From an optimization exercise on the open Yosys and OpenROAD flow, aimed at small area, a short achievable clock period and few clock cycles per item; shortcuts taken in it are not production practice.
At most, simulation tests tie the RTL to the original design; equivalence was not proved.
For run 1, only the layout was checked, not whether the RTL still works.
Power and IR drop assume default switching activity.

==> flow/design.v, too long to show whole: its modules and the start of the top module <==
// module MGT_01_booth_row: 22 lines
// module MGT_01_booth_bit: 7 lines
// module MGT_01_fa: 8 lines
// module MGT_01_ha: 8 lines
// module MGT_01_mul_unit: 804 lines
module MGT_01_mul_unit
(  
  input  logic signed [31:0]       multiplier_i, multiplicand_i,
  input  logic                     clk_i, clk_en_i,                
  input  logic                     rst_n_i,                        
  input  logic [1:0]               operation_i,
  output logic signed [31:0]       result_o,
  output logic                     valid_o
);
  // ...
==> flow/flow/run.sh <==
#!/bin/bash
# Layout flow: the standard flow, logged to standard.log
bash standard.sh > standard.log 2>&1
==> flow/standard.sh <==
#!/bin/bash
# synth_recipe.tcl (not shown) runs the flow's synth.tcl, then flattens the netlist and writes it again
# the make line also repeats each setting of config.mk as NAME=value (left out here)
make -C /OpenROAD-flow-scripts/flow DESIGN_CONFIG=/design/flow/config.mk WORK_HOME=/design/flow/orfs CLKGATE_MAP_FILE= SYNTH_SCRIPT=/design/flow/synth_recipe.tcl "${@:-finish}"
==> flow/config.mk <==
export PLATFORM = sky130hd
export DESIGN_NAME = MGT_01_mul_unit
export DESIGN_NICKNAME = MGT_01_mul_unit
export VERILOG_FILES = /design/flow/design.v
export SDC_FILE = /design/flow/constraint.sdc
export NUM_CORES = 4
export LEC_CHECK = 0
export CAP_MARGIN = 20
export CORE_MARGIN = 2
export CORE_UTILIZATION = 55
export PLACE_DENSITY = 0.65
export SLEW_MARGIN = 20
export SYNTH_HIERARCHICAL = 1
export SYNTH_MINIMUM_KEEP_SIZE = 0
==> flow/constraint.sdc <==
create_clock -name core_clock -period 10.0 [get_ports {clk_i}]
set_input_delay 2.0000 -clock core_clock [delete_from_list [all_inputs] [get_ports {clk_i}]]
set_output_delay 2.0000 -clock core_clock [all_outputs]
set_load 0.01 [all_outputs]
==> flow_summary.toml, run 1 <==
[run_status]
status = "no timing/DRC/antenna violations"

[pwr]
ir_drop_mv = 0.138
seq_power_share_pct = 27.8
top_power_group = "combinational logic"
switching_share_pct = 41.4

[die]
taps = 341
coreArea_mm2 = 0.0267
die_area_mm2 = 0.0284

[synthesis]
synth_warnings = 7
synth_cell_type_count = 62
syn_inst = 1235
synth_top_family_by_area = "adder cells"

[layout]
utilization_pct = 63.5
layout_common_cells = "xnor2_1 (182), a22oi_2 (136), fa_1 (135), edfxtp_1 (126), ha_1 (120)"
multi_input_area_share_pct = 59.4
bufAreaShareNonClock_pct = 6.92
fill_cells = 2166
diodes = 0
final_area_mm2 = 0.0170
fin_nets = 1677

[grt]
met1_usage_pct = 39.1
grtUsageMet3_pct = 5.49
grt_usage_pct = 27.8

[timing]
fin_crit_ns = 4.01
period_share_pct = 40.1
rsz0062_at_grt = "no"
setup_ws_ns = 5.99

[placed_design]
dpl_cell_area_mm2 = 0.0164
dp_slack_ns = 5.90

[worst_hold_path]
holdCritStartpoint = "valid_q"
worstHoldEndpoint = "valid_q"

[route]
wl_um = 37500
first_pass_iters = 5
met2_length_um = 17600

[clock_tree]
clk_latency_ns = 0.44
cts_tree = "yes"
holdBufCountCts = 0

[worst_setup_path]
critical_path.top_delay_family = "compound AO/OA/AOI/OAI gates"
==> inputs of run 2 (changes only) <==
--- a/flow/design.v
+++ b/flow/design.v
@@ -51,30 +51,29 @@
   input  logic [1:0]               operation_i,
   output logic signed [31:0]       result_o,
   output logic                     valid_o
 );
   localparam int K = 4;
   logic [31:0]     b_q;       
   logic            bs_q;      
   logic            mul_q;     
-  logic            corr_q;    
   logic [2:0]      cnt_q;
   logic            valid_q;
   logic [3:0]       one_q, two_q, neg_q;    
   logic [33:0]     s_q, c_q;  
   logic [7:0]      ls_q, lc_q;   
   logic            first_q;   
+  logic            corrl_q;   
   logic            cl_q;      
   logic [31:0]     res_q;
   always_ff @(posedge clk_i) begin
     b_q    <= multiplicand_i;
     bs_q   <= (operation_i == 2'b01) & multiplicand_i[31];
     mul_q  <= (operation_i == 2'b00);
-    corr_q <= operation_i[1] & operation_i[0] & multiplier_i[31];
   end
   logic [8:0] chunk;
   always_comb
     case (cnt_q[1:0])
       2'd0: chunk = {multiplier_i[7:0], 1'b0};
       2'd1: chunk = {multiplier_i[15:8], multiplier_i[7]};
       2'd2: chunk = {multiplier_i[23:16], multiplier_i[15]};
       2'd3: chunk = {multiplier_i[31:24], multiplier_i[23]};
@@ -96,72 +95,74 @@
   generate
     for (gi = 0; gi < 4; gi++) begin : g_row
       MGT_01_booth_row u_row (.one_i(one_q[gi]), .two_i(two_q[gi]), .neg_i(neg_q[gi]), .y_i(y), .pp_o(pp[gi]));
     end
   endgenerate
   logic [33:0] s_in, c_in;
   assign s_in = first_q ? (34'(1) << 33) : s_q;
   assign c_in = first_q ? '0 : c_q;
+  logic [31:0] corr_row;
+  assign corr_row = corrl_q ? b_q : 32'b0;
   logic t0_s, t0_c;
   MGT_01_ha u_ha0 (.a_i(c_in[6]), .b_i(s_in[6]), .s_o(t0_s), .c_o(t0_c));
   logic t1_s, t1_c;
   MGT_01_ha u_ha1 (.a_i(c_in[7]), .b_i(s_in[7]), .s_o(t1_s), .c_o(t1_c));
   logic t2_s, t2_c;
-  MGT_01_ha u_ha2 (.a_i(c_in[8]), .b_i(s_in[8]), .s_o(t2_s), .c_o(t2_c));
+  MGT_01_fa u_fa2 (.a_i(c_in[8]), .b_i(s_in[8]), .c_i(corr_row[0]), .s_o(t2_s), .c_o(t2_c));
   logic t3_s, t3_c;
-  MGT_01_ha u_ha3 (.a_i(c_in[9]), .b_i(s_in[9]), .s_o(t3_s), .c_o(t3_c));
+  MGT_01_fa u_fa3 (.a_i(c_in[9]), .b_i(s_in[9]), .c_i(corr_row[1]), .s_o(t3_s), .c_o(t3_c));
   logic t4_s, t4_c;
-  MGT_01_ha u_ha4 (.a_i(c_in[10]), .b_i(s_in[10]), .s_o(t4_s), .c_o(t4_c));
+  MGT_01_fa u_fa4 (.a_i(c_in[10]), .b_i(s_in[10]), .c_i(corr_row[2]), .s_o(t4_s), .c_o(t4_c));
   logic t5_s, t5_c;
-  MGT_01_ha u_ha5 (.a_i(c_in[11]), .b_i(s_in[11]), .s_o(t5_s), .c_o(t5_c));
+  MGT_01_fa u_fa5 (.a_i(c_in[11]), .b_i(s_in[11]), .c_i(corr_row[3]), .s_o(t5_s), .c_o(t5_c));
   logic t6_s, t6_c;
-  MGT_01_ha u_ha6 (.a_i(c_in[12]), .b_i(s_in[12]), .s_o(t6_s), .c_o(t6_c));
+  MGT_01_fa u_fa6 (.a_i(c_in[12]), .b_i(s_in[12]), .c_i(corr_row[4]), .s_o(t6_s), .c_o(t6_c));
   logic t7_s, t7_c;
-  MGT_01_ha u_ha7 (.a_i(c_in[13]), .b_i(s_in[13]), .s_o(t7_s), .c_o(t7_c));
+  MGT_01_fa u_fa7 (.a_i(c_in[13]), .b_i(s_in[13]), .c_i(corr_row[5]), .s_o(t7_s), .c_o(t7_c));
   logic t8_s, t8_c;
-  MGT_01_ha u_ha8 (.a_i(c_in[14]), .b_i(s_in[14]), .s_o(t8_s), .c_o(t8_c));
+  MGT_01_fa u_fa8 (.a_i(c_in[14]), .b_i(s_in[14]), .c_i(corr_row[6]), .s_o(t8_s), .c_o(t8_c));
   logic t9_s, t9_c;
-  MGT_01_ha u_ha9 (.a_i(c_in[15]), .b_i(s_in[15]), .s_o(t9_s), .c_o(t9_c));
+  MGT_01_fa u_fa9 (.a_i(c_in[15]), .b_i(s_in[15]), .c_i(corr_row[7]), .s_o(t9_s), .c_o(t9_c));
   logic t10_s, t10_c;
-  MGT_01_ha u_ha10 (.a_i(c_in[16]), .b_i(s_in[16]), .s_o(t10_s), .c_o(t10_c));
+  MGT_01_fa u_fa10 (.a_i(c_in[16]), .b_i(s_in[16]), .c_i(corr_row[8]), .s_o(t10_s), .c_o(t10_c));
   logic t11_s, t11_c;
-  MGT_01_ha u_ha11 (.a_i(c_in[17]), .b_i(s_in[17]), .s_o(t11_s), .c_o(t11_c));
+  MGT_01_fa u_fa11 (.a_i(c_in[17]), .b_i(s_in[17]), .c_i(corr_row[9]), .s_o(t11_s), .c_o(t11_c));
   logic t12_s, t12_c;
-  MGT_01_ha u_ha12 (.a_i(c_in[18]), .b_i(s_in[18]), .s_o(t12_s), .c_o(t12_c));
+  MGT_01_fa u_fa12 (.a_i(c_in[18]), .b_i(s_in[18]), .c_i(corr_row[10]), .s_o(t12_s), .c_o(t12_c));
   logic t13_s, t13_c;
-  MGT_01_ha u_ha13 (.a_i(c_in[19]), .b_i(s_in[19]), .s_o(t13_s), .c_o(t13_c));
+  MGT_01_fa u_fa13 (.a_i(c_in[19]), .b_i(s_in[19]), .c_i(corr_row[11]), .s_o(t13_s), .c_o(t13_c));
   logic t14_s, t14_c;
-  MGT_01_ha u_ha14 (.a_i(c_in[20]), .b_i(s_in[20]), .s_o(t14_s), .c_o(t14_c));
+  MGT_01_fa u_fa14 (.a_i(c_in[20]), .b_i(s_in[20]), .c_i(corr_row[12]), .s_o(t14_s), .c_o(t14_c));
   logic t15_s, t15_c;
-  MGT_01_ha u_ha15 (.a_i(c_in[21]), .b_i(s_in[21]), .s_o(t15_s), .c_o(t15_c));
+  MGT_01_fa u_fa15 (.a_i(c_in[21]), .b_i(s_in[21]), .c_i(corr_row[13]), .s_o(t15_s), .c_o(t15_c));
   logic t16_s, t16_c;
-  MGT_01_ha u_ha16 (.a_i(c_in[22]), .b_i(s_in[22]), .s_o(t16_s), .c_o(t16_c));
+  MGT_01_fa u_fa16 (.a_i(c_in[22]), .b_i(s_in[22]), .c_i(corr_row[14]), .s_o(t16_s), .c_o(t16_c));
   logic t17_s, t17_c;
-  MGT_01_ha u_ha17 (.a_i(c_in[23]), .b_i(s_in[23]), .s_o(t17_s), .c_o(t17_c));
+  MGT_01_fa u_fa17 (.a_i(c_in[23]), .b_i(s_in[23]), .c_i(corr_row[15]), .s_o(t17_s), .c_o(t17_c));
   logic t18_s, t18_c;
-  MGT_01_ha u_ha18 (.a_i(c_in[24]), .b_i(s_in[24]), .s_o(t18_s), .c_o(t18_c));
+  MGT_01_fa u_fa18 (.a_i(c_in[24]), .b_i(s_in[24]), .c_i(corr_row[16]), .s_o(t18_s), .c_o(t18_c));
   logic t19_s, t19_c;
-  MGT_01_ha u_ha19 (.a_i(c_in[25]), .b_i(s_in[25]), .s_o(t19_s), .c_o(t19_c));
+  MGT_01_fa u_fa19 (.a_i(c_in[25]), .b_i(s_in[25]), .c_i(corr_row[17]), .s_o(t19_s), .c_o(t19_c));
   logic t20_s, t20_c;
-  MGT_01_ha u_ha20 (.a_i(c_in[26]), .b_i(s_in[26]), .s_o(t20_s), .c_o(t20_c));
+  MGT_01_fa u_fa20 (.a_i(c_in[26]), .b_i(s_in[26]), .c_i(corr_row[18]), .s_o(t20_s), .c_o(t20_c));
   logic t21_s, t21_c;
-  MGT_01_ha u_ha21 (.a_i(c_in[27]), .b_i(s_in[27]), .s_o(t21_s), .c_o(t21_c));
+  MGT_01_fa u_fa21 (.a_i(c_in[27]), .b_i(s_in[27]), .c_i(corr_row[19]), .s_o(t21_s), .c_o(t21_c));
   logic t22_s, t22_c;
-  MGT_01_ha u_ha22 (.a_i(c_in[28]), .b_i(s_in[28]), .s_o(t22_s), .c_o(t22_c));
+  MGT_01_fa u_fa22 (.a_i(c_in[28]), .b_i(s_in[28]), .c_i(corr_row[20]), .s_o(t22_s), .c_o(t22_c));
   logic t23_s, t23_c;
-  MGT_01_ha u_ha23 (.a_i(c_in[29]), .b_i(s_in[29]), .s_o(t23_s), .c_o(t23_c));
+  MGT_01_fa u_fa23 (.a_i(c_in[29]), .b_i(s_in[29]), .c_i(corr_row[21]), .s_o(t23_s), .c_o(t23_c));
   logic t24_s, t24_c;
-  MGT_01_ha u_ha24 (.a_i(c_in[30]), .b_i(s_in[30]), .s_o(t24_s), .c_o(t24_c));
+  MGT_01_fa u_fa24 (.a_i(c_in[30]), .b_i(s_in[30]), .c_i(corr_row[22]), .s_o(t24_s), .c_o(t24_c));
   logic t25_s, t25_c;
-  MGT_01_ha u_ha25 (.a_i(c_in[31]), .b_i(s_in[31]), .s_o(t25_s), .c_o(t25_c));
+  MGT_01_fa u_fa25 (.a_i(c_in[31]), .b_i(s_in[31]), .c_i(corr_row[23]), .s_o(t25_s), .c_o(t25_c));
   logic t26_s, t26_c;
-  MGT_01_ha u_ha26 (.a_i(c_in[32]), .b_i(s_in[32]), .s_o(t26_s), .c_o(t26_c));
+  MGT_01_fa u_fa26 (.a_i(c_in[32]), .b_i(s_in[32]), .c_i(corr_row[24]), .s_o(t26_s), .c_o(t26_c));
   logic t27_s, t27_c;
-  MGT_01_ha u_ha27 (.a_i(c_in[33]), .b_i(s_in[33]), .s_o(t27_s), .c_o(t27_c));
+  MGT_01_fa u_fa27 (.a_i(c_in[33]), .b_i(s_in[33]), .c_i(corr_row[25]), .s_o(t27_s), .c_o(t27_c));
   logic t28_s, t28_c;
   MGT_01_ha u_ha28 (.a_i(c_in[2]), .b_i(s_in[2]), .s_o(t28_s), .c_o(t28_c));
   logic t29_s, t29_c;
   MGT_01_ha u_ha29 (.a_i(c_in[3]), .b_i(s_in[3]), .s_o(t29_s), .c_o(t29_c));
   logic t30_s, t30_c;
   MGT_01_fa u_fa30 (.a_i(c_in[4]), .b_i(s_in[4]), .c_i(neg[2]), .s_o(t30_s), .c_o(t30_c));
   logic t31_s, t31_c;
   MGT_01_ha u_ha31 (.a_i(pp[0][4]), .b_i(pp[1][2]), .s_o(t31_s), .c_o(t31_c));
@@ -277,188 +278,190 @@
   MGT_01_fa u_fa86 (.a_i(t25_c), .b_i(t26_s), .c_i(pp[0][32]), .s_o(t86_s), .c_o(t86_c));
   logic t87_s, t87_c;
   MGT_01_fa u_fa87 (.a_i(pp[1][30]), .b_i(pp[2][28]), .c_i(pp[3][26]), .s_o(t87_s), .c_o(t87_c));
   logic t88_s, t88_c;
   MGT_01_fa u_fa88 (.a_i(t26_c), .b_i(t27_s), .c_i(pp[0][33]), .s_o(t88_s), .c_o(t88_c));
   logic t89_s, t89_c;
   MGT_01_fa u_fa89 (.a_i(pp[1][31]), .b_i(pp[2][29]), .c_i(pp[3][27]), .s_o(t89_s), .c_o(t89_c));
   logic t90_s, t90_c;
-  assign t90_s = ~(t27_c ^ pp[1][32]);
-  assign t90_c = t27_c | pp[1][32];
+  assign t90_s = ~(corr_row[26] ^ t27_c);
+  assign t90_c = corr_row[26] | t27_c;
   logic t91_s, t91_c;
-  MGT_01_ha u_ha91 (.a_i(pp[2][30]), .b_i(pp[3][28]), .s_o(t91_s), .c_o(t91_c));
+  MGT_01_fa u_fa91 (.a_i(pp[1][32]), .b_i(pp[2][30]), .c_i(pp[3][28]), .s_o(t91_s), .c_o(t91_c));
   logic t92_s, t92_c;
-  MGT_01_ha u_ha92 (.a_i(pp[1][33]), .b_i(pp[2][31]), .s_o(t92_s), .c_o(t92_c));
+  MGT_01_fa u_fa92 (.a_i(corr_row[27]), .b_i(pp[1][33]), .c_i(pp[2][31]), .s_o(t92_s), .c_o(t92_c));
   logic t93_s, t93_c;
-  MGT_01_ha u_ha93 (.a_i(c_in[0]), .b_i(s_in[0]), .s_o(t93_s), .c_o(t93_c));
+  assign t93_s = ~corr_row[28];
+  assign t93_c = corr_row[28];
   logic t94_s, t94_c;
-  MGT_01_ha u_ha94 (.a_i(c_in[1]), .b_i(s_in[1]), .s_o(t94_s), .c_o(t94_c));
+  MGT_01_ha u_ha94 (.a_i(c_in[0]), .b_i(s_in[0]), .s_o(t94_s), .c_o(t94_c));
   logic t95_s, t95_c;
-  MGT_01_fa u_fa95 (.a_i(t28_s), .b_i(neg[1]), .c_i(pp[0][2]), .s_o(t95_s), .c_o(t95_c));
+  MGT_01_ha u_ha95 (.a_i(c_in[1]), .b_i(s_in[1]), .s_o(t95_s), .c_o(t95_c));
   logic t96_s, t96_c;
-  MGT_01_fa u_fa96 (.a_i(t28_c), .b_i(t29_s), .c_i(pp[0][3]), .s_o(t96_s), .c_o(t96_c));
+  MGT_01_fa u_fa96 (.a_i(t28_s), .b_i(neg[1]), .c_i(pp[0][2]), .s_o(t96_s), .c_o(t96_c));
   logic t97_s, t97_c;
-  MGT_01_fa u_fa97 (.a_i(t29_c), .b_i(pp[2][0]), .c_i(t30_s), .s_o(t97_s), .c_o(t97_c));
+  MGT_01_fa u_fa97 (.a_i(t28_c), .b_i(t29_s), .c_i(pp[0][3]), .s_o(t97_s), .c_o(t97_c));
   logic t98_s, t98_c;
-  MGT_01_fa u_fa98 (.a_i(t30_c), .b_i(t31_c), .c_i(t33_s), .s_o(t98_s), .c_o(t98_c));
+  MGT_01_fa u_fa98 (.a_i(t29_c), .b_i(pp[2][0]), .c_i(t30_s), .s_o(t98_s), .c_o(t98_c));
   logic t99_s, t99_c;
-  MGT_01_fa u_fa99 (.a_i(t33_c), .b_i(t32_c), .c_i(t34_s), .s_o(t99_s), .c_o(t99_c));
+  MGT_01_fa u_fa99 (.a_i(t30_c), .b_i(t31_c), .c_i(t33_s), .s_o(t99_s), .c_o(t99_c));
   logic t100_s, t100_c;
-  MGT_01_fa u_fa100 (.a_i(t34_c), .b_i(t35_c), .c_i(t36_s), .s_o(t100_s), .c_o(t100_c));
+  MGT_01_fa u_fa100 (.a_i(t33_c), .b_i(t32_c), .c_i(t34_s), .s_o(t100_s), .c_o(t100_c));
   logic t101_s, t101_c;
-  MGT_01_fa u_fa101 (.a_i(t36_c), .b_i(t37_c), .c_i(t38_s), .s_o(t101_s), .c_o(t101_c));
+  MGT_01_fa u_fa101 (.a_i(t34_c), .b_i(t35_c), .c_i(t36_s), .s_o(t101_s), .c_o(t101_c));
   logic t102_s, t102_c;
-  MGT_01_fa u_fa102 (.a_i(t38_c), .b_i(t39_c), .c_i(t40_s), .s_o(t102_s), .c_o(t102_c));
+  MGT_01_fa u_fa102 (.a_i(t36_c), .b_i(t37_c), .c_i(t38_s), .s_o(t102_s), .c_o(t102_c));
   logic t103_s, t103_c;
-  MGT_01_fa u_fa103 (.a_i(t40_c), .b_i(t41_c), .c_i(t42_s), .s_o(t103_s), .c_o(t103_c));
+  MGT_01_fa u_fa103 (.a_i(t38_c), .b_i(t39_c), .c_i(t40_s), .s_o(t103_s), .c_o(t103_c));
   logic t104_s, t104_c;
-  MGT_01_fa u_fa104 (.a_i(t42_c), .b_i(t43_c), .c_i(t44_s), .s_o(t104_s), .c_o(t104_c));
+  MGT_01_fa u_fa104 (.a_i(t40_c), .b_i(t41_c), .c_i(t42_s), .s_o(t104_s), .c_o(t104_c));
   logic t105_s, t105_c;
-  MGT_01_fa u_fa105 (.a_i(t44_c), .b_i(t45_c), .c_i(t46_s), .s_o(t105_s), .c_o(t105_c));
+  MGT_01_fa u_fa105 (.a_i(t42_c), .b_i(t43_c), .c_i(t44_s), .s_o(t105_s), .c_o(t105_c));
   logic t106_s, t106_c;
-  MGT_01_fa u_fa106 (.a_i(t46_c), .b_i(t47_c), .c_i(t48_s), .s_o(t106_s), .c_o(t106_c));
+  MGT_01_fa u_fa106 (.a_i(t44_c), .b_i(t45_c), .c_i(t46_s), .s_o(t106_s), .c_o(t106_c));
   logic t107_s, t107_c;
-  MGT_01_fa u_fa107 (.a_i(t48_c), .b_i(t49_c), .c_i(t50_s), .s_o(t107_s), .c_o(t107_c));
+  MGT_01_fa u_fa107 (.a_i(t46_c), .b_i(t47_c), .c_i(t48_s), .s_o(t107_s), .c_o(t107_c));
   logic t108_s, t108_c;
-  MGT_01_fa u_fa108 (.a_i(t50_c), .b_i(t51_c), .c_i(t52_s), .s_o(t108_s), .c_o(t108_c));
+  MGT_01_fa u_fa108 (.a_i(t48_c), .b_i(t49_c), .c_i(t50_s), .s_o(t108_s), .c_o(t108_c));
   logic t109_s, t109_c;
-  MGT_01_fa u_fa109 (.a_i(t52_c), .b_i(t53_c), .c_i(t54_s), .s_o(t109_s), .c_o(t109_c));
+  MGT_01_fa u_fa109 (.a_i(t50_c), .b_i(t51_c), .c_i(t52_s), .s_o(t109_s), .c_o(t109_c));
   logic t110_s, t110_c;
-  MGT_01_fa u_fa110 (.a_i(t54_c), .b_i(t55_c), .c_i(t56_s), .s_o(t110_s), .c_o(t110_c));
+  MGT_01_fa u_fa110 (.a_i(t52_c), .b_i(t53_c), .c_i(t54_s), .s_o(t110_s), .c_o(t110_c));
   logic t111_s, t111_c;
-  MGT_01_fa u_fa111 (.a_i(t56_c), .b_i(t57_c), .c_i(t58_s), .s_o(t111_s), .c_o(t111_c));
+  MGT_01_fa u_fa111 (.a_i(t54_c), .b_i(t55_c), .c_i(t56_s), .s_o(t111_s), .c_o(t111_c));
   logic t112_s, t112_c;
-  MGT_01_fa u_fa112 (.a_i(t58_c), .b_i(t59_c), .c_i(t60_s), .s_o(t112_s), .c_o(t112_c));
+  MGT_01_fa u_fa112 (.a_i(t56_c), .b_i(t57_c), .c_i(t58_s), .s_o(t112_s), .c_o(t112_c));
   logic t113_s, t113_c;
-  MGT_01_fa u_fa113 (.a_i(t60_c), .b_i(t61_c), .c_i(t62_s), .s_o(t113_s), .c_o(t113_c));
+  MGT_01_fa u_fa113 (.a_i(t58_c), .b_i(t59_c), .c_i(t60_s), .s_o(t113_s), .c_o(t113_c));
   logic t114_s, t114_c;
-  MGT_01_fa u_fa114 (.a_i(t62_c), .b_i(t63_c), .c_i(t64_s), .s_o(t114_s), .c_o(t114_c));
+  MGT_01_fa u_fa114 (.a_i(t60_c), .b_i(t61_c), .c_i(t62_s), .s_o(t114_s), .c_o(t114_c));
   logic t115_s, t115_c;
-  MGT_01_fa u_fa115 (.a_i(t64_c), .b_i(t65_c), .c_i(t66_s), .s_o(t115_s), .c_o(t115_c));
+  MGT_01_fa u_fa115 (.a_i(t62_c), .b_i(t63_c), .c_i(t64_s), .s_o(t115_s), .c_o(t115_c));
   logic t116_s, t116_c;
-  MGT_01_fa u_fa116 (.a_i(t66_c), .b_i(t67_c), .c_i(t68_s), .s_o(t116_s), .c_o(t116_c));
+  MGT_01_fa u_fa116 (.a_i(t64_c), .b_i(t65_c), .c_i(t66_s), .s_o(t116_s), .c_o(t116_c));
   logic t117_s, t117_c;
-  MGT_01_fa u_fa117 (.a_i(t68_c), .b_i(t69_c), .c_i(t70_s), .s_o(t117_s), .c_o(t117_c));
+  MGT_01_fa u_fa117 (.a_i(t66_c), .b_i(t67_c), .c_i(t68_s), .s_o(t117_s), .c_o(t117_c));
   logic t118_s, t118_c;
-  MGT_01_fa u_fa118 (.a_i(t70_c), .b_i(t71_c), .c_i(t72_s), .s_o(t118_s), .c_o(t118_c));
+  MGT_01_fa u_fa118 (.a_i(t68_c), .b_i(t69_c), .c_i(t70_s), .s_o(t118_s), .c_o(t118_c));
   logic t119_s, t119_c;
-  MGT_01_fa u_fa119 (.a_i(t72_c), .b_i(t73_c), .c_i(t74_s), .s_o(t119_s), .c_o(t119_c));
+  MGT_01_fa u_fa119 (.a_i(t70_c), .b_i(t71_c), .c_i(t72_s), .s_o(t119_s), .c_o(t119_c));
   logic t120_s, t120_c;
-  MGT_01_fa u_fa120 (.a_i(t74_c), .b_i(t75_c), .c_i(t76_s), .s_o(t120_s), .c_o(t120_c));
+  MGT_01_fa u_fa120 (.a_i(t72_c), .b_i(t73_c), .c_i(t74_s), .s_o(t120_s), .c_o(t120_c));
   logic t121_s, t121_c;
-  MGT_01_fa u_fa121 (.a_i(t76_c), .b_i(t77_c), .c_i(t78_s), .s_o(t121_s), .c_o(t121_c));
+  MGT_01_fa u_fa121 (.a_i(t74_c), .b_i(t75_c), .c_i(t76_s), .s_o(t121_s), .c_o(t121_c));
   logic t122_s, t122_c;
-  MGT_01_fa u_fa122 (.a_i(t78_c), .b_i(t79_c), .c_i(t80_s), .s_o(t122_s), .c_o(t122_c));
+  MGT_01_fa u_fa122 (.a_i(t76_c), .b_i(t77_c), .c_i(t78_s), .s_o(t122_s), .c_o(t122_c));
   logic t123_s, t123_c;
-  MGT_01_fa u_fa123 (.a_i(t80_c), .b_i(t81_c), .c_i(t82_s), .s_o(t123_s), .c_o(t123_c));
+  MGT_01_fa u_fa123 (.a_i(t78_c), .b_i(t79_c), .c_i(t80_s), .s_o(t123_s), .c_o(t123_c));
   logic t124_s, t124_c;
-  MGT_01_fa u_fa124 (.a_i(t82_c), .b_i(t83_c), .c_i(t84_s), .s_o(t124_s), .c_o(t124_c));
+  MGT_01_fa u_fa124 (.a_i(t80_c), .b_i(t81_c), .c_i(t82_s), .s_o(t124_s), .c_o(t124_c));
   logic t125_s, t125_c;
-  MGT_01_fa u_fa125 (.a_i(t84_c), .b_i(t85_c), .c_i(t86_s), .s_o(t125_s), .c_o(t125_c));
+  MGT_01_fa u_fa125 (.a_i(t82_c), .b_i(t83_c), .c_i(t84_s), .s_o(t125_s), .c_o(t125_c));
   logic t126_s, t126_c;
-  MGT_01_fa u_fa126 (.a_i(t86_c), .b_i(t87_c), .c_i(t88_s), .s_o(t126_s), .c_o(t126_c));
+  MGT_01_fa u_fa126 (.a_i(t84_c), .b_i(t85_c), .c_i(t86_s), .s_o(t126_s), .c_o(t126_c));
   logic t127_s, t127_c;
-  MGT_01_fa u_fa127 (.a_i(t91_s), .b_i(t88_c), .c_i(t89_c), .s_o(t127_s), .c_o(t127_c));
+  MGT_01_fa u_fa127 (.a_i(t86_c), .b_i(t87_c), .c_i(t88_s), .s_o(t127_s), .c_o(t127_c));
   logic t128_s, t128_c;
-  MGT_01_fa u_fa128 (.a_i(pp[3][29]), .b_i(t91_c), .c_i(t92_s), .s_o(t128_s), .c_o(t128_c));
+  MGT_01_fa u_fa128 (.a_i(t90_s), .b_i(t88_c), .c_i(t89_c), .s_o(t128_s), .c_o(t128_c));
   logic t129_s, t129_c;
-  assign t129_s = ~(pp[2][32] ^ pp[3][30]);
-  assign t129_c = pp[2][32] | pp[3][30];
+  MGT_01_fa u_fa129 (.a_i(pp[3][29]), .b_i(t90_c), .c_i(t91_c), .s_o(t129_s), .c_o(t129_c));
   logic t130_s, t130_c;
-  MGT_01_ha u_ha130 (.a_i(t93_s), .b_i(neg[0]), .s_o(t130_s), .c_o(t130_c));
+  MGT_01_fa u_fa130 (.a_i(t93_s), .b_i(pp[2][32]), .c_i(pp[3][30]), .s_o(t130_s), .c_o(t130_c));
   logic t131_s, t131_c;
-  MGT_01_fa u_fa131 (.a_i(t93_c), .b_i(t94_s), .c_i(pp[0][1]), .s_o(t131_s), .c_o(t131_c));
+  MGT_01_fa u_fa131 (.a_i(corr_row[29]), .b_i(t93_c), .c_i(pp[2][33]), .s_o(t131_s), .c_o(t131_c));
   logic t132_s, t132_c;
-  MGT_01_fa u_fa132 (.a_i(t94_c), .b_i(pp[1][0]), .c_i(t95_s), .s_o(t132_s), .c_o(t132_c));
+  assign t132_s = ~corr_row[30];
+  assign t132_c = corr_row[30];
   logic t133_s, t133_c;
-  MGT_01_fa u_fa133 (.a_i(pp[1][1]), .b_i(t95_c), .c_i(t96_s), .s_o(t133_s), .c_o(t133_c));
+  MGT_01_ha u_ha133 (.a_i(t94_s), .b_i(neg[0]), .s_o(t133_s), .c_o(t133_c));
   logic t134_s, t134_c;
-  MGT_01_fa u_fa134 (.a_i(t31_s), .b_i(t96_c), .c_i(t97_s), .s_o(t134_s), .c_o(t134_c));
+  MGT_01_fa u_fa134 (.a_i(t94_c), .b_i(t95_s), .c_i(pp[0][1]), .s_o(t134_s), .c_o(t134_c));
   logic t135_s, t135_c;
-  MGT_01_fa u_fa135 (.a_i(t97_c), .b_i(t32_s), .c_i(t98_s), .s_o(t135_s), .c_o(t135_c));
+  MGT_01_fa u_fa135 (.a_i(t95_c), .b_i(pp[1][0]), .c_i(t96_s), .s_o(t135_s), .c_o(t135_c));
   logic t136_s, t136_c;
-  MGT_01_fa u_fa136 (.a_i(t35_s), .b_i(t98_c), .c_i(t99_s), .s_o(t136_s), .c_o(t136_c));
+  MGT_01_fa u_fa136 (.a_i(pp[1][1]), .b_i(t96_c), .c_i(t97_s), .s_o(t136_s), .c_o(t136_c));
   logic t137_s, t137_c;
-  MGT_01_fa u_fa137 (.a_i(t37_s), .b_i(t99_c), .c_i(t100_s), .s_o(t137_s), .c_o(t137_c));
+  MGT_01_fa u_fa137 (.a_i(t31_s), .b_i(t97_c), .c_i(t98_s), .s_o(t137_s), .c_o(t137_c));
   logic t138_s, t138_c;
-  MGT_01_fa u_fa138 (.a_i(t39_s), .b_i(t100_c), .c_i(t101_s), .s_o(t138_s), .c_o(t138_c));
+  MGT_01_fa u_fa138 (.a_i(t98_c), .b_i(t32_s), .c_i(t99_s), .s_o(t138_s), .c_o(t138_c));
   logic t139_s, t139_c;
-  MGT_01_fa u_fa139 (.a_i(t41_s), .b_i(t101_c), .c_i(t102_s), .s_o(t139_s), .c_o(t139_c));
+  MGT_01_fa u_fa139 (.a_i(t35_s), .b_i(t99_c), .c_i(t100_s), .s_o(t139_s), .c_o(t139_c));
   logic t140_s, t140_c;
-  MGT_01_fa u_fa140 (.a_i(t43_s), .b_i(t102_c), .c_i(t103_s), .s_o(t140_s), .c_o(t140_c));
+  MGT_01_fa u_fa140 (.a_i(t37_s), .b_i(t100_c), .c_i(t101_s), .s_o(t140_s), .c_o(t140_c));
   logic t141_s, t141_c;
-  MGT_01_fa u_fa141 (.a_i(t45_s), .b_i(t103_c), .c_i(t104_s), .s_o(t141_s), .c_o(t141_c));
+  MGT_01_fa u_fa141 (.a_i(t39_s), .b_i(t101_c), .c_i(t102_s), .s_o(t141_s), .c_o(t141_c));
   logic t142_s, t142_c;
-  MGT_01_fa u_fa142 (.a_i(t47_s), .b_i(t104_c), .c_i(t105_s), .s_o(t142_s), .c_o(t142_c));
+  MGT_01_fa u_fa142 (.a_i(t41_s), .b_i(t102_c), .c_i(t103_s), .s_o(t142_s), .c_o(t142_c));
   logic t143_s, t143_c;
-  MGT_01_fa u_fa143 (.a_i(t49_s), .b_i(t105_c), .c_i(t106_s), .s_o(t143_s), .c_o(t143_c));
+  MGT_01_fa u_fa143 (.a_i(t43_s), .b_i(t103_c), .c_i(t104_s), .s_o(t143_s), .c_o(t143_c));
   logic t144_s, t144_c;
-  MGT_01_fa u_fa144 (.a_i(t51_s), .b_i(t106_c), .c_i(t107_s), .s_o(t144_s), .c_o(t144_c));
+  MGT_01_fa u_fa144 (.a_i(t45_s), .b_i(t104_c), .c_i(t105_s), .s_o(t144_s), .c_o(t144_c));
   logic t145_s, t145_c;
-  MGT_01_fa u_fa145 (.a_i(t53_s), .b_i(t107_c), .c_i(t108_s), .s_o(t145_s), .c_o(t145_c));
+  MGT_01_fa u_fa145 (.a_i(t47_s), .b_i(t105_c), .c_i(t106_s), .s_o(t145_s), .c_o(t145_c));
   logic t146_s, t146_c;
-  MGT_01_fa u_fa146 (.a_i(t55_s), .b_i(t108_c), .c_i(t109_s), .s_o(t146_s), .c_o(t146_c));
+  MGT_01_fa u_fa146 (.a_i(t49_s), .b_i(t106_c), .c_i(t107_s), .s_o(t146_s), .c_o(t146_c));
   logic t147_s, t147_c;
-  MGT_01_fa u_fa147 (.a_i(t57_s), .b_i(t109_c), .c_i(t110_s), .s_o(t147_s), .c_o(t147_c));
+  MGT_01_fa u_fa147 (.a_i(t51_s), .b_i(t107_c), .c_i(t108_s), .s_o(t147_s), .c_o(t147_c));
   logic t148_s, t148_c;
-  MGT_01_fa u_fa148 (.a_i(t59_s), .b_i(t110_c), .c_i(t111_s), .s_o(t148_s), .c_o(t148_c));
+  MGT_01_fa u_fa148 (.a_i(t53_s), .b_i(t108_c), .c_i(t109_s), .s_o(t148_s), .c_o(t148_c));
   logic t149_s, t149_c;
-  MGT_01_fa u_fa149 (.a_i(t61_s), .b_i(t111_c), .c_i(t112_s), .s_o(t149_s), .c_o(t149_c));
+  MGT_01_fa u_fa149 (.a_i(t55_s), .b_i(t109_c), .c_i(t110_s), .s_o(t149_s), .c_o(t149_c));
   logic t150_s, t150_c;
-  MGT_01_fa u_fa150 (.a_i(t63_s), .b_i(t112_c), .c_i(t113_s), .s_o(t150_s), .c_o(t150_c));
+  MGT_01_fa u_fa150 (.a_i(t57_s), .b_i(t110_c), .c_i(t111_s), .s_o(t150_s), .c_o(t150_c));
   logic t151_s, t151_c;
-  MGT_01_fa u_fa151 (.a_i(t65_s), .b_i(t113_c), .c_i(t114_s), .s_o(t151_s), .c_o(t151_c));
+  MGT_01_fa u_fa151 (.a_i(t59_s), .b_i(t111_c), .c_i(t112_s), .s_o(t151_s), .c_o(t151_c));
   logic t152_s, t152_c;
-  MGT_01_fa u_fa152 (.a_i(t67_s), .b_i(t114_c), .c_i(t115_s), .s_o(t152_s), .c_o(t152_c));
+  MGT_01_fa u_fa152 (.a_i(t61_s), .b_i(t112_c), .c_i(t113_s), .s_o(t152_s), .c_o(t152_c));
   logic t153_s, t153_c;
-  MGT_01_fa u_fa153 (.a_i(t69_s), .b_i(t115_c), .c_i(t116_s), .s_o(t153_s), .c_o(t153_c));
+  MGT_01_fa u_fa153 (.a_i(t63_s), .b_i(t113_c), .c_i(t114_s), .s_o(t153_s), .c_o(t153_c));
   logic t154_s, t154_c;
-  MGT_01_fa u_fa154 (.a_i(t71_s), .b_i(t116_c), .c_i(t117_s), .s_o(t154_s), .c_o(t154_c));
+  MGT_01_fa u_fa154 (.a_i(t65_s), .b_i(t114_c), .c_i(t115_s), .s_o(t154_s), .c_o(t154_c));
   logic t155_s, t155_c;
-  MGT_01_fa u_fa155 (.a_i(t73_s), .b_i(t117_c), .c_i(t118_s), .s_o(t155_s), .c_o(t155_c));
+  MGT_01_fa u_fa155 (.a_i(t67_s), .b_i(t115_c), .c_i(t116_s), .s_o(t155_s), .c_o(t155_c));
   logic t156_s, t156_c;
-  MGT_01_fa u_fa156 (.a_i(t75_s), .b_i(t118_c), .c_i(t119_s), .s_o(t156_s), .c_o(t156_c));
+  MGT_01_fa u_fa156 (.a_i(t69_s), .b_i(t116_c), .c_i(t117_s), .s_o(t156_s), .c_o(t156_c));
   logic t157_s, t157_c;
-  MGT_01_fa u_fa157 (.a_i(t77_s), .b_i(t119_c), .c_i(t120_s), .s_o(t157_s), .c_o(t157_c));
+  MGT_01_fa u_fa157 (.a_i(t71_s), .b_i(t117_c), .c_i(t118_s), .s_o(t157_s), .c_o(t157_c));
   logic t158_s, t158_c;
-  MGT_01_fa u_fa158 (.a_i(t79_s), .b_i(t120_c), .c_i(t121_s), .s_o(t158_s), .c_o(t158_c));
+  MGT_01_fa u_fa158 (.a_i(t73_s), .b_i(t118_c), .c_i(t119_s), .s_o(t158_s), .c_o(t158_c));
   logic t159_s, t159_c;
-  MGT_01_fa u_fa159 (.a_i(t81_s), .b_i(t121_c), .c_i(t122_s), .s_o(t159_s), .c_o(t159_c));
+  MGT_01_fa u_fa159 (.a_i(t75_s), .b_i(t119_c), .c_i(t120_s), .s_o(t159_s), .c_o(t159_c));
   logic t160_s, t160_c;
-  MGT_01_fa u_fa160 (.a_i(t83_s), .b_i(t122_c), .c_i(t123_s), .s_o(t160_s), .c_o(t160_c));
+  MGT_01_fa u_fa160 (.a_i(t77_s), .b_i(t120_c), .c_i(t121_s), .s_o(t160_s), .c_o(t160_c));
   logic t161_s, t161_c;
-  MGT_01_fa u_fa161 (.a_i(t85_s), .b_i(t123_c), .c_i(t124_s), .s_o(t161_s), .c_o(t161_c));
+  MGT_01_fa u_fa161 (.a_i(t79_s), .b_i(t121_c), .c_i(t122_s), .s_o(t161_s), .c_o(t161_c));
   logic t162_s, t162_c;
-  MGT_01_fa u_fa162 (.a_i(t87_s), .b_i(t124_c), .c_i(t125_s), .s_o(t162_s), .c_o(t162_c));
+  MGT_01_fa u_fa162 (.a_i(t81_s), .b_i(t122_c), .c_i(t123_s), .s_o(t162_s), .c_o(t162_c));
   logic t163_s, t163_c;
-  MGT_01_fa u_fa163 (.a_i(t89_s), .b_i(t125_c), .c_i(t126_s), .s_o(t163_s), .c_o(t163_c));
+  MGT_01_fa u_fa163 (.a_i(t83_s), .b_i(t123_c), .c_i(t124_s), .s_o(t163_s), .c_o(t163_c));
   logic t164_s, t164_c;
-  MGT_01_fa u_fa164 (.a_i(t90_s), .b_i(t126_c), .c_i(t127_s), .s_o(t164_s), .c_o(t164_c));
+  MGT_01_fa u_fa164 (.a_i(t85_s), .b_i(t124_c), .c_i(t125_s), .s_o(t164_s), .c_o(t164_c));
   logic t165_s, t165_c;
-  MGT_01_fa u_fa165 (.a_i(t90_c), .b_i(t127_c), .c_i(t128_s), .s_o(t165_s), .c_o(t165_c));
+  MGT_01_fa u_fa165 (.a_i(t87_s), .b_i(t125_c), .c_i(t126_s), .s_o(t165_s), .c_o(t165_c));
   logic t166_s, t166_c;
-  MGT_01_fa u_fa166 (.a_i(t92_c), .b_i(t129_s), .c_i(t128_c), .s_o(t166_s), .c_o(t166_c));
+  MGT_01_fa u_fa166 (.a_i(t89_s), .b_i(t126_c), .c_i(t127_s), .s_o(t166_s), .c_o(t166_c));
   logic t167_s, t167_c;
-  MGT_01_fa u_fa167 (.a_i(pp[2][33]), .b_i(pp[3][31]), .c_i(t129_c), .s_o(t167_s), .c_o(t167_c));
+  MGT_01_fa u_fa167 (.a_i(t91_s), .b_i(t127_c), .c_i(t128_s), .s_o(t167_s), .c_o(t167_c));
   logic t168_s, t168_c;
-  assign t168_s = ~pp[3][32];
-  assign t168_c = pp[3][32];
+  MGT_01_fa u_fa168 (.a_i(t92_s), .b_i(t128_c), .c_i(t129_s), .s_o(t168_s), .c_o(t168_c));
+  logic t169_s, t169_c;
+  MGT_01_fa u_fa169 (.a_i(t92_c), .b_i(t130_s), .c_i(t129_c), .s_o(t169_s), .c_o(t169_c));
+  logic t170_s, t170_c;
+  MGT_01_fa u_fa170 (.a_i(pp[3][31]), .b_i(t130_c), .c_i(t131_s), .s_o(t170_s), .c_o(t170_c));
+  logic t171_s, t171_c;
+  MGT_01_fa u_fa171 (.a_i(t132_s), .b_i(pp[3][32]), .c_i(t131_c), .s_o(t171_s), .c_o(t171_c));
+  logic t172_s, t172_c;
+  MGT_01_fa u_fa172 (.a_i(corr_row[31]), .b_i(t132_c), .c_i(pp[3][33]), .s_o(t172_s), .c_o(t172_c));
   logic [41:0] row_a, row_b;
-  assign row_a = {1'b0, 1'b1, pp[3][33], t168_s, t167_s, t166_s, t165_s, t164_s, t163_s, t162_s, t161_s, t160_s, t159_s, t158_s, t157_s, t156_s, t155_s, t154_s, t153_s, t152_s, t151_s, t150_s, t149_s, t148_s, t147_s, t146_s, t145_s, t144_s, t143_s, t142_s, t141_s, t140_s, t139_s, t138_s, t137_s, t136_s, t135_s, t134_s, t133_s, t132_s, t131_s, pp[0][0]};
-  assign row_b = {1'b0, 1'b0, t168_c, t167_c, t166_c, t165_c, t164_c, t163_c, t162_c, t161_c, t160_c, t159_c, t158_c, t157_c, t156_c, t155_c, t154_c, t153_c, t152_c, t151_c, t150_c, t149_c, t148_c, t147_c, t146_c, t145_c, t144_c, t143_c, t142_c, t141_c, t140_c, t139_c, t138_c, t137_c, t136_c, t135_c, t134_c, t133_c, t132_c, t131_c, t130_c, t130_s};
-  logic [31:0] hs, hc;
-  always_comb
-    for (int j = 0; j < 32; j++) begin
-      hs[j] = s_q[j] ^ c_q[j] ^ (corr_q & b_q[j]);
-      hc[j] = (s_q[j] & c_q[j]) | (s_q[j] & corr_q & b_q[j]) | (c_q[j] & corr_q & b_q[j]);
-    end
+  assign row_a = {1'b0, 1'b1, t172_s, t171_s, t170_s, t169_s, t168_s, t167_s, t166_s, t165_s, t164_s, t163_s, t162_s, t161_s, t160_s, t159_s, t158_s, t157_s, t156_s, t155_s, t154_s, t153_s, t152_s, t151_s, t150_s, t149_s, t148_s, t147_s, t146_s, t145_s, t144_s, t143_s, t142_s, t141_s, t140_s, t139_s, t138_s, t137_s, t136_s, t135_s, t134_s, pp[0][0]};
+  assign row_b = {1'b0, t172_c, t171_c, t170_c, t169_c, t168_c, t167_c, t166_c, t165_c, t164_c, t163_c, t162_c, t161_c, t160_c, t159_c, t158_c, t157_c, t156_c, t155_c, t154_c, t153_c, t152_c, t151_c, t150_c, t149_c, t148_c, t147_c, t146_c, t145_c, t144_c, t143_c, t142_c, t141_c, t140_c, t139_c, t138_c, t137_c, t136_c, t135_c, t134_c, t133_c, t133_s};
   logic [39:0] fa_a, fa_b;
-  assign fa_a = {hs, ls_q};
-  assign fa_b = {hc[30:0], 1'b0, lc_q};
+  assign fa_a = {s_q[31:0], ls_q};
+  assign fa_b = {c_q[31:0], lc_q};
   logic [39:0] fa_g0, fa_p0, fa_s;
   logic [40:0] fa_c;
   assign fa_g0 = fa_a & fa_b;
   assign fa_p0 = fa_a ^ fa_b;
   logic fa_G1_1, fa_P1_1;
   assign fa_G1_1 = fa_g0[0] | (fa_p0[0] & cl_q);
   assign fa_P1_1 = fa_p0[0] & 1'b0;
   logic fa_G1_3, fa_P1_3;
@@ -825,16 +828,17 @@
         cnt_q   <= cnt_q + 1'b1;
         valid_q <= last;
       end
     end
   end
   always_ff @(posedge clk_i) begin
     if (clk_en_i) begin
       first_q <= (cnt_q == 0);
+      corrl_q <= (cnt_q == K - 1) & operation_i[1] & operation_i[0] & multiplier_i[31];
       if (compute) begin
         s_q  <= row_a[41:8];
         c_q  <= row_b[41:8];
         ls_q <= row_a[7:0];
         lc_q <= row_b[7:0];
       end
       if (compute | last)
         cl_q <= (cnt_q == 1) ? 1'b0 : low[8];
==> flow/run.sh (new file) <==
#!/bin/bash
# synth_recipe.tcl (not shown) runs the flow's synth.tcl, then flattens the netlist and writes it again
# the make line also repeats each setting of config.mk as NAME=value (left out here)
make -C /OpenROAD-flow-scripts/flow DESIGN_CONFIG=/design/flow/config.mk WORK_HOME=/design/flow/orfs CLKGATE_MAP_FILE= SYNTH_SCRIPT=/design/flow/synth_recipe.tcl finish
removed: flow/flow/run.sh
removed: flow/standard.sh
==> run 2 against run 1 <==
Global-route usage up 1.0 points; first-iteration DRC count down 8.2%; hold slack improved by 0.031 ns; critical path depth decreased by 6; cell area down 4.0%; die area is 4.7% lower; wire length down 1.5%; core utilization rose by 1.0 points; sequential share of layout area up 1.4 points; critical path type unchanged; critical endpoint is now s_q[0]; largest cell class unchanged.
==> flow_summary.toml, run 2 <==
[layout]
drive_above_1_share_pct = 17.1
layout_commonest_cell = "fa_1"
layout_common_cells = "fa_1 (167), xnor2_1 (153), a22oi_2 (136), edfxtp_1 (128), clkdlybuf4s50_1 (101)"
largest_reg_flops = 33
utilization_pct = 64.5
syn2layout_area_growth_pct = 15.1
top_register = "c_q"
final_area_mm2 = 0.0163
fin_nets = 1518

[worst_setup_path]
cp.arrival_ns = 4.11
end_kind = "flop"
cp-start-kind = "flop"
required_ns = 10.17
crit_path_max_fanout = 37
crit_type = "flop to flop"

[worst_hold_path]
hp-class = "flop to flop"

[synthesis]
ys_top_cells_by_area = "edfxtp_1 (27%), fa_1 (24%), a22oi_2 (12%)"
synth.avg_cell_area_um2 = 12.9
syn_area_mm2 = 0.0142
yosysSeqAreaShare_pct = 32.5
synth_cell_type_count = 57
synth-edff-count = 128
synthFlopType = "edfxtp_1"
ys_seq_elements = 166
syn_inst = 1101
synthArstFlopShare_pct = 0
netlist.area_leader.share_pct = 27.1
synth_warnings = 7
synth_area_leader_cell = "edfxtp_1"
yosysMostFrequentCell = "fa_1"
synth_common_cells = "fa_1 (167), xnor2_1 (153), a22oi_2 (136), edfxtp_1 (128), nor2b_1 (69)"

[timing]
setup_violations = 0
rsz0062_at_grt = "no"
tightest_slew_ns = 1.18
tns_ns = 0
drv_slew = 0
setup_ws_ns = 6.07
whs_ns = 0.545
fmax_mhz = 254
fin_skew_ns = 0.0156
max_slew_margin_pct = 21.4
fin_crit_ns = 3.93
period_share_pct = 39.3
final_hold_viol_count = 0

[pwr]
power.internal_w = 0.00251
seq_power_share_pct = 30.8
ir_drop_mv = 0.153
p_comb_share_pct = 53.4
clkPwrFrac_pct = 15.8
switching_share_pct = 39.8
p_leak_nw = 5.95
switchingPower_w = 0.00166
powerDensity_mw_per_mm2 = 256

[grt]
grt_max_degree = 82
grt_usage_pct = 28.8
grt_pass1_wl_um = 57100
first_global_vias = 9726
antenna_found_initial = 0
grt-ovfl-total = 0

[route]
drt_iter0_drc = 687
viasPerCell = 5.89
remaining_drc_errors = 0
routedWlPerCell_um = 23.6
first_pass_iters = 5
vias = 9209
ant_nets = 0
wl_um = 36900

[placed_design]
place.gp.congestion = 0.906
hpwlAfterDp_um = 27800
port_buffers = 101
dp_slack_ns = 5.88
dpl_cell_area_mm2 = 0.0157

[clock_tree]
post_cts_buffers = 0
clock-sinks = 166
holdBufCountCts = 0
clockBufferDepth = 2
cts_inserted_buffers = 17
cts.repair.resized = 0
cts_root_buffer = "clkbuf_16"
cts.clk_slew.worst_paths_ns = 0.07
cts_tree = "yes"
clk_latency_ns = 0.44
cts_max_level = 4

[die]
fp.dieW_um = 164
ios = 102
start_util_pct = 56.1
coreArea_mm2 = 0.0253
rows = 58
die_area_mm2 = 0.0270
die_h_um = 164

[run_status]
status = "no timing/DRC/antenna violations"

[flow_run]
maxCapViolations = 0
run 2: cell types whose count changed after synthesis, moves of 5 or more:
cell,before,now
ha_1,120,62
o21bai_1,29,1
inv_1,45,40
nor2_1,48,20
a21oi_1,22,28
o21a_1,6,1
nand2_1,78,58
xnor2_1,182,153
fa_1,135,167
and2_1,6,33
run 2: routing by layer:
layer  up-vias  wire length, um  GRT usage (%)
li1       4173                -              -
met1      4705            15800           38.2
met2       271            18500           49.2
met3        60             1830           4.80
met4         0              777           7.75
met5         -                0              0
run 2: worst max-delay path, cell delays in order (launching register included):
cell and delay [ns]:
edfxtp_1 1.03, buf_4 0.50, nor2b_1 0.13, fa_1 0.58, fa_1 0.46, fa_1 0.53
fa_1 0.41
run 2: Yosys stat by module, one instance, submodules excluded:
module            flops+latches  cell area (um^2)  times used  cells inside
MGT_01_mul_unit             166              7900           1           651
MGT_01_booth_row              0              7.51           4             2
MGT_01_booth_bit              0              21.3         136             2
MGT_01_fa                     0              20.0         161             1
MGT_01_ha                     0              12.5           9             1
run 2: cells by family after synthesis:
kind of cell             synth area share (%)
other                                   0.133
multiplexers                             1.06
buffers and inverters                    1.62
XOR/XNOR                                 10.1
adder cells (fa/ha/maj)                  29.1
flip-flops                               32.5
AND/OR/NAND/NOR                          8.35
AO/OA/AOI/OAI                            17.1
run 2: area by class of cell:
type / count / area, um^2
Tap cell: 330 / 413
Multi-Input combinational cell: 874 / 9340
Clock buffer: 17 / 425
Inverter: 40 / 150
Timing Repair Buffer: 121 / 1220
Fill cell: 1954 / 8960
Antenna cell: 1 / 2.50
Clock inverter: 15 / 144
Sequential cell: 166 / 4600
run 2: path summary, 6_finish.rpt:
| check | start | endpoint | slack [ns] | depth (start not counted) |
|---|---|---|---|---|
| max | first_q | s_q[0] | 6.07 | 6 |
| min reg2reg | valid_q | valid_q | 0.55 | 2 |
| min | valid_q | valid_q | 0.55 | 2 |
| max reg2reg | first_q | s_q[0] | 6.07 | 6 |
run 2: stage by stage:
stage | total power [W] | std cells
floorplan | 0.00281 | 1101
global placement | 0.00343 | 1526
detailed placement | 0.00353 | 1528
CTS | 0.00418 | 1560
global route | 0.00451 | 1563
finish | 0.00417 | 1564
run 2: power groups by stage:
stage          clock (W)  sequential, W  combinational (W)
3_5_place_dp           0        0.00130            0.00223
6_report        0.000660        0.00128            0.00223
5_1_grt         0.000694        0.00130            0.00251
4_1_cts         0.000671        0.00129            0.00222
3_3_place_gp           0        0.00131            0.00212
2_1_floorplan          0        0.00127            0.00154
Testbench counts of run 2, summed over its fixed seeds: cycles 22,400, items 3,200.
==> inputs of run 3 (changes only) <==
==> flow/flow/run.sh (new file) <==
#!/bin/bash
# Layout flow: the standard ORFS flow (standard.sh), with
#  - buf_2 cells as the port buffers (buffer_ports' default pick is a slow
#    delay cell), every input and output port still gets its own buffer
#  - timing repair aiming at a setup margin below the clock period
# Each tool's output goes to standard.log.
export BUFFER_PORTS_ARGS="-buffer_cell sky130_fd_sc_hd__buf_2"
export SETUP_SLACK_MARGIN=${MARGIN:-7}
bash standard.sh > standard.log 2>&1
==> flow/standard.sh (new file) <==
#!/bin/bash
# synth_recipe.tcl (not shown) runs the flow's synth.tcl, then flattens the netlist and writes it again
# the make line also repeats each setting of config.mk as NAME=value (left out here)
make -C /OpenROAD-flow-scripts/flow DESIGN_CONFIG=/design/flow/config.mk WORK_HOME=/design/flow/orfs CLKGATE_MAP_FILE= SYNTH_SCRIPT=/design/flow/synth_recipe.tcl "${@:-finish}"
removed: flow/run.sh
==> run 3 against run 2 <==
Core utilization increased by 3.3 points; sequential share of layout area decreased by 1.2 points; sequential cell count unchanged; synthesized area unchanged; clock power increased by 3.0%; critical path depth increased by 1; critical endpoint is now s_q[25]; via count increased by 5.5%; highest routed layer unchanged; combinational power increased by 16%; largest power group unchanged; sequential power about the same.
==> flow_summary.toml, run 3 <==
[clock_tree]
cts_root_buffer = "clkbuf_16"
clk_latency_ns = 0.43
cts_tree = "yes"
holdBufCountCts = 0
cts.clk_slew.worst_paths_ns = 0.07
clock-sinks = 166
cts_max_level = 4
clockBufferDepth = 2
cts_inserted_buffers = 17

[synthesis]
yosysSeqAreaShare_pct = 32.5
syn_inst = 1101
synth_cell_type_count = 57
netlist.area_leader.share_pct = 27.1
ys_seq_elements = 166
synth_warnings = 7
synthFlopType = "edfxtp_1"
synth-edff-count = 128
synth_common_cells = "fa_1 (167), xnor2_1 (153), a22oi_2 (136), edfxtp_1 (128), nor2b_1 (69)"
synthArstFlopShare_pct = 0
synth.avg_cell_area_um2 = 12.9
ys_top_cells_by_area = "edfxtp_1 (27%), fa_1 (24%), a22oi_2 (12%)"
syn_area_mm2 = 0.0142
synth_area_leader_cell = "edfxtp_1"
yosysMostFrequentCell = "fa_1"

[timing]
fmax_mhz = 315
period_share_pct = 31.7
final_hold_viol_count = 0
setup_ws_ns = 6.83
setup_violations = 0
fin_skew_ns = 0.0139
drv_slew = 0
tightest_slew_ns = 0.756
max_slew_margin_pct = 49.6
rsz0062_at_grt = "yes"
tns_ns = 0
fin_crit_ns = 3.17

[pwr]
powerDensity_mw_per_mm2 = 264
power.internal_w = 0.00274
ir_drop_mv = 0.164
switchingPower_w = 0.00178
seq_power_share_pct = 27.9
p_leak_nw = 6.38
clkPwrFrac_pct = 15.0
switching_share_pct = 39.4
p_comb_share_pct = 57.0

[grt]
grtUsageMet3_pct = 4.80
grt_pass1_wl_um = 59400
first_global_vias = 10300
grt_max_degree = 58
met1_usage_pct = 40.0
antenna_found_initial = 0
met2_usage_pct = 50.8
grt-ovfl-total = 0
grt_usage_pct = 29.9
grt.busiest_layer = "met2"

[placed_design]
hpwlAfterDp_um = 26600
port_buffers = 101
place.gp.congestion = 0.867
dpl.cell_count = 1527
dp_slack_ns = 6.14

[worst_setup_path]
required_ns = 10.17
crit_type = "flop to flop"
crit_path_max_fanout = 8
end_kind = "flop"
cp-start-kind = "flop"
cp.arrival_ns = 3.34

[die]
start_util_pct = 56.1
fp.dieW_um = 164
rows = 58
die_h_um = 164
ios = 102
die_area_mm2 = 0.0270
coreArea_mm2 = 0.0253

[run_status]
status = "no timing/DRC/antenna violations"

[layout]
largest_reg_flops = 33
fin_nets = 1581
drive_above_1_share_pct = 42.1
layout_common_cells = "xnor2_1 (153), a22oi_2 (137), edfxtp_1 (128), buf_2 (98), fa_1 (96)"
syn2layout_area_growth_pct = 21.1
fin_cells = 1626
layout_commonest_cell = "xnor2_1"
diodes = 0
top_register = "c_q"

[route]
vias = 9715
wl_um = 39200
remaining_drc_errors = 0
viasPerCell = 5.97
ant_nets = 0
first_pass_iters = 5
drt_iter0_drc = 728
routedWlPerCell_um = 24.1

[flow_run]
maxCapViolations = 0

[worst_hold_path]
hp-class = "flop to flop"
==> run 3: changes by cell type in the layout (fill, tap and decap cells not counted), moves of 26 or more <==
cell             change
buf_2               +98
buf_4               +51
clkdlybuf4s50_1    -101
fa_1                -71
fa_2                +71
nor2b_1             -44
nor2b_2             +26
==> run 3: cell type report <==
type	instances	area [um^2]
Multi-Input combinational cell	878	10100
Fill cell	1853	8120
Sequential cell	166	4630
Timing Repair Buffer	180	1280
Clock buffer	17	425
Tap cell	330	413
Clock inverter	15	168
Inverter	40	150
==> run 3: what timing repair did <==
item	4_1_cts	5_1_grt
gates resized for setup	138	48
gates cloned	7	1
pin swaps	24	35
buffers inserted	38	21
setup endpoints to repair	218	172
==> run 3: worst paths after layout <==
check	from	end	slack, ns	cells after the start
setup / recovery	first_q	s_q[25]	6.83	7
hold / removal	valid_q	valid_q	0.54	2
setup reg to reg	first_q	s_q[25]	6.83	7
hold reg to reg	valid_q	valid_q	0.54	2
==> run 3: critical path, stage by stage (launching register included) <==
cell	delay, ns
edfxtp_1	0.44
buf_6	0.19
buf_16	0.17
buf_6	0.12
fa_1	0.56
fa_2	0.46
fa_2	0.54
fa_2	0.42
==> run 3: per-stage QoR <==
stage / util (%) / total power, W / cell area (um^2) / hold WS [ns]
3_5_place_dp: 60.3 / 0.00350 / 15200 / 0.524
2_1_floorplan: - / 0.00283 / 14300 / 0.491
3_3_place_gp: 60.3 / 0.00343 / 15200 / 0.504
4_1_cts: 66.4 / 0.00440 / 16800 / 0.536
5_1_grt: 67.9 / 0.00485 / 17100 / 0.554
6_report: 67.9 / 0.00452 / 17100 / 0.539
==> run 3: power by group through the flow <==
stage,clock network [W],registers [W],logic (W)
after floorplan,0,0.00127,0.00156
after global placement,0,0.00129,0.00213
after detailed placement,0,0.00129,0.00221
after CTS,0.000689,0.00126,0.00246
after global routing,0.000715,0.00127,0.00286
final,0.000680,0.00126,0.00258
==> run 3: logic make-up (layout without fill, tap and decap cells) <==
group	count (synthesis)	in the layout	synth area share, %
multiplexers	14	14	1.06
adder cells (fa/ha/maj)	229	229	29.1
AO/OA/AOI/OAI	244	244	17.1
XOR/XNOR	163	163	10.1
other	5	5	0.133
AND/OR/NAND/NOR	219	223	8.35
flip-flops	166	166	32.5
buffers and inverters	61	252	1.62
==> run 3: layer usage <==
| layer | part of all wire (%) | vias up |
|---|---|---|
| li1 | - | 4294 |
| met1 | 42 | 5017 |
| met2 | 50 | 328 |
| met3 | 5.3 | 76 |
| met4 | 2.6 | 0 |
| met5 | 0 | - |
==> run 3: per-module statistics from Yosys (local to each module, per instance) <==
| module | cells | flip-flops and latches |
|---|---|---|
| MGT_01_booth_bit | 2 | 0 |
| MGT_01_fa | 1 | 0 |
| MGT_01_ha | 1 | 0 |
| MGT_01_booth_row | 2 | 0 |
| MGT_01_mul_unit | 651 | 166 |
==> inputs of run 4 (changes only) <==
==> flow/flow/run.sh (replaced) <==
#!/bin/bash
# Layout flow: the standard ORFS flow (standard.sh), with
#  - buf_2 cells as the port buffers (buffer_ports' default pick is a slow
#    delay cell); every input and output port still gets its own buffer
#  - the Booth rows' a22oi_2 gates from synthesis sized down to a22oi_1
#    (same function and pins); timing repair sizes up what it needs
#  - timing repair aiming at a setup margin below the clock period
# Each tool's output goes to synth.log and standard.log.
set -e
export BUFFER_PORTS_ARGS="-buffer_cell sky130_fd_sc_hd__buf_2"
export SETUP_SLACK_MARGIN=${MARGIN:-7}
RES=orfs/results/sky130hd/MGT_01_mul_unit/base
bash standard.sh $PWD/$RES/1_2_yosys.v > synth.log 2>&1
sed -i 's/sky130_fd_sc_hd__a22oi_2 /sky130_fd_sc_hd__a22oi_1 /' $RES/1_2_yosys.v
bash standard.sh > standard.log 2>&1
==> run 4 against run 3 <==
Hold slack lost 0.024 ns; combinational power about the same; register-to-register slack lost 0.04 ns; final cell count unchanged; critical path depth rose by 1; critical endpoint is now s_q[17].
==> flow_summary.toml, run 4 <==
[worst_hold_path]
hp-class = "flop to flop"
hold_path_depth = 2

[pwr]
switchingPower_w = 0.00176
p_comb_share_pct = 57.3
power.internal_w = 0.00271
switching_share_pct = 39.4
powerDensity_mw_per_mm2 = 268
seq_power_share_pct = 28.1
p_leak_nw = 6.47
clkPwrFrac_pct = 14.6
ir_drop_mv = 0.135

[synthesis]
synth_warnings = 7
syn_inst = 1101
synth.avg_cell_area_um2 = 12.2
syn_area_mm2 = 0.0135

[die]
rows = 57
ios = 102
start_util_pct = 55.7
coreArea_mm2 = 0.0242
fp.dieW_um = 161
die_area_mm2 = 0.0258
die_h_um = 161

[worst_setup_path]
crit_path_max_fanout = 8
end_kind = "flop"
crit_type = "flop to flop"
cp-start-kind = "flop"
crit_slowest_cell = "fa_2"
cp.arrival_ns = 3.38
path_common_cell = "fa_2"
rr_worst_depth = 8
path_cells = "buf_6 -> buf_12 -> buf_16 -> nor2b_4 -> fa_2 -> fa_2 -> fa_2 -> fa_2"
max_stage_delay_ns = 0.55
required_ns = 10.18

[grt]
antenna_found_initial = 0
grt-ovfl-total = 0
grt_max_degree = 58
grt_pass1_wl_um = 57600
first_global_vias = 10100
grt_usage_pct = 29.6

[route]
wl_um = 38000
vias = 9826
first_pass_iters = 8
ant_nets = 0
drt_iter0_drc = 857
routedWlPerCell_um = 23.4
remaining_drc_errors = 0
viasPerCell = 6.04

[placed_design]
port_buffers = 101
dp_slack_ns = 6.17
place.gp.congestion = 0.858
hpwlAfterDp_um = 25600

[timing]
tns_ns = 0
final_hold_viol_count = 0
fin_crit_ns = 3.21
whs_ns = 0.515
fmax_mhz = 312
fin_skew_ns = 0.0116
setup_violations = 0
tightest_slew_ns = 0.719
setup_ws_ns = 6.79
rsz0062_at_grt = "yes"
drv_slew = 0
max_slew_margin_pct = 52.1
period_share_pct = 32.1

[layout]
layout_commonest_cell = "xnor2_1"
top_register = "c_q"
diodes = 0
fill_cells = 1732
drive_above_1_share_pct = 30.8
syn2layout_area_growth_pct = 23.5
largest_reg_flops = 33
fin_nets = 1587
layout_common_cells = "xnor2_1 (152), a22oi_1 (139), edfxtp_1 (128), fa_1 (108), buf_2 (100)"

[clock_tree]
clock-sinks = 166
cts_max_level = 4
clockBufferDepth = 2
cts_root_buffer = "clkbuf_16"
cts_inserted_buffers = 17
cts_tree = "yes"
clk_latency_ns = 0.44
cts.clk_slew.worst_paths_ns = 0.07

[flow_run]
maxCapViolations = 0

[run_status]
status = "no timing/DRC/antenna violations"
run 4: worst paths after layout:
path              slack [ns]     from      end
hold / removal          0.51  valid_q  valid_q
setup reg to reg        6.79  first_q  s_q[17]
setup / recovery        6.79  first_q  s_q[17]
hold reg to reg         0.51  valid_q  valid_q
run 4: per-stage QoR:
stage / utilization (%) / cells / power [W] / instance area [um^2]
detailed placement: 59.9 / 1520 / 0.00341 / 14500
global route: 68.9 / 1626 / 0.00478 / 16600
floorplan: - / 1101 / 0.00275 / 13500
global placement: 59.8 / 1519 / 0.00332 / 14500
CTS: 66.3 / 1588 / 0.00427 / 16000
finish: 68.9 / 1626 / 0.00446 / 16600
run 4: worst max-delay path: cells and delay by family (launching register included):
family | cells | cell delay [ns]
buf+inv | 3 | 0.47
simple gates | 1 | 0.14
flops | 1 | 0.43
fa+ha+maj | 4 | 1.90
run 4: cell type report:
| cell class | instances | area (um^2) | share of cell area, % |
|---|---|---|---|
| inverter | 40 | 150 | 0.902 |
| multi-input combinational | 878 | 9540 | 57.3 |
| clock buffer | 17 | 425 | 2.56 |
| timing repair buffer | 186 | 1380 | 8.30 |
| sequential | 166 | 4610 | 27.7 |
| clock inverter | 15 | 140 | 0.842 |
| tap | 324 | 405 | 2.43 |
run 4: power groups by stage:
stage | clock network, W | logic (W) | registers (W)
floorplan | 0 | 0.00152 | 0.00124
global placement | 0 | 0.00205 | 0.00127
detailed placement | 0 | 0.00214 | 0.00127
CTS | 0.000657 | 0.00237 | 0.00124
global route | 0.000687 | 0.00283 | 0.00127
finish | 0.000652 | 0.00256 | 0.00126
run 4: metal layers:
layer  GRT usage (%)  share of wire, %
met2            50.1                50
met3            4.21               6.4
met5               0                 0
met1            40.3                41
met4            8.68               2.3
run 4: timing repair:
item                       4_1_cts  5_1_grt
setup buffers                   30       34
pin swaps                       44       60
hold buffers                     0        0
resized for setup              157       69
setup endpoints to repair      214      194
cloned                           6        4

afterwards: timing with drivers on the ports:
How much do the figures lean on ideal ports? The routed layouts below were timed once more, with nothing changed but the port constraints. Step 1: set_driving_cell puts a clkbuf_16 on clk_i and a buf_2 on each other input, an assumption about the parent block. Step 2, shift: input delay + t, output delay - t, t = (earliest + latest rising clock arrival at the registers) / 2. This alone moves slack from input paths to output paths. Three values: ideal ports, drivers, drivers and shift; two values: the first two.
run	t (ns)	slack for setup (ns)	worst register clock-pin slew, ns
run 1	0.478	5.985 / 5.985 / 5.985	0.08 / 0.08
run 2	0.480	6.068 / 6.068 / 6.042	0.08 / 0.08
run 3	0.473	6.827 / 6.827 / 6.574	0.07 / 0.07
run 4	0.481	6.791 / 6.791 / 6.533	0.07 / 0.07
After both steps setup and hold are still met in every run listed. For run 4, which loses most, drivers alone change the setup slack by 0.000 ns; drivers and shift together by -0.258 ns.
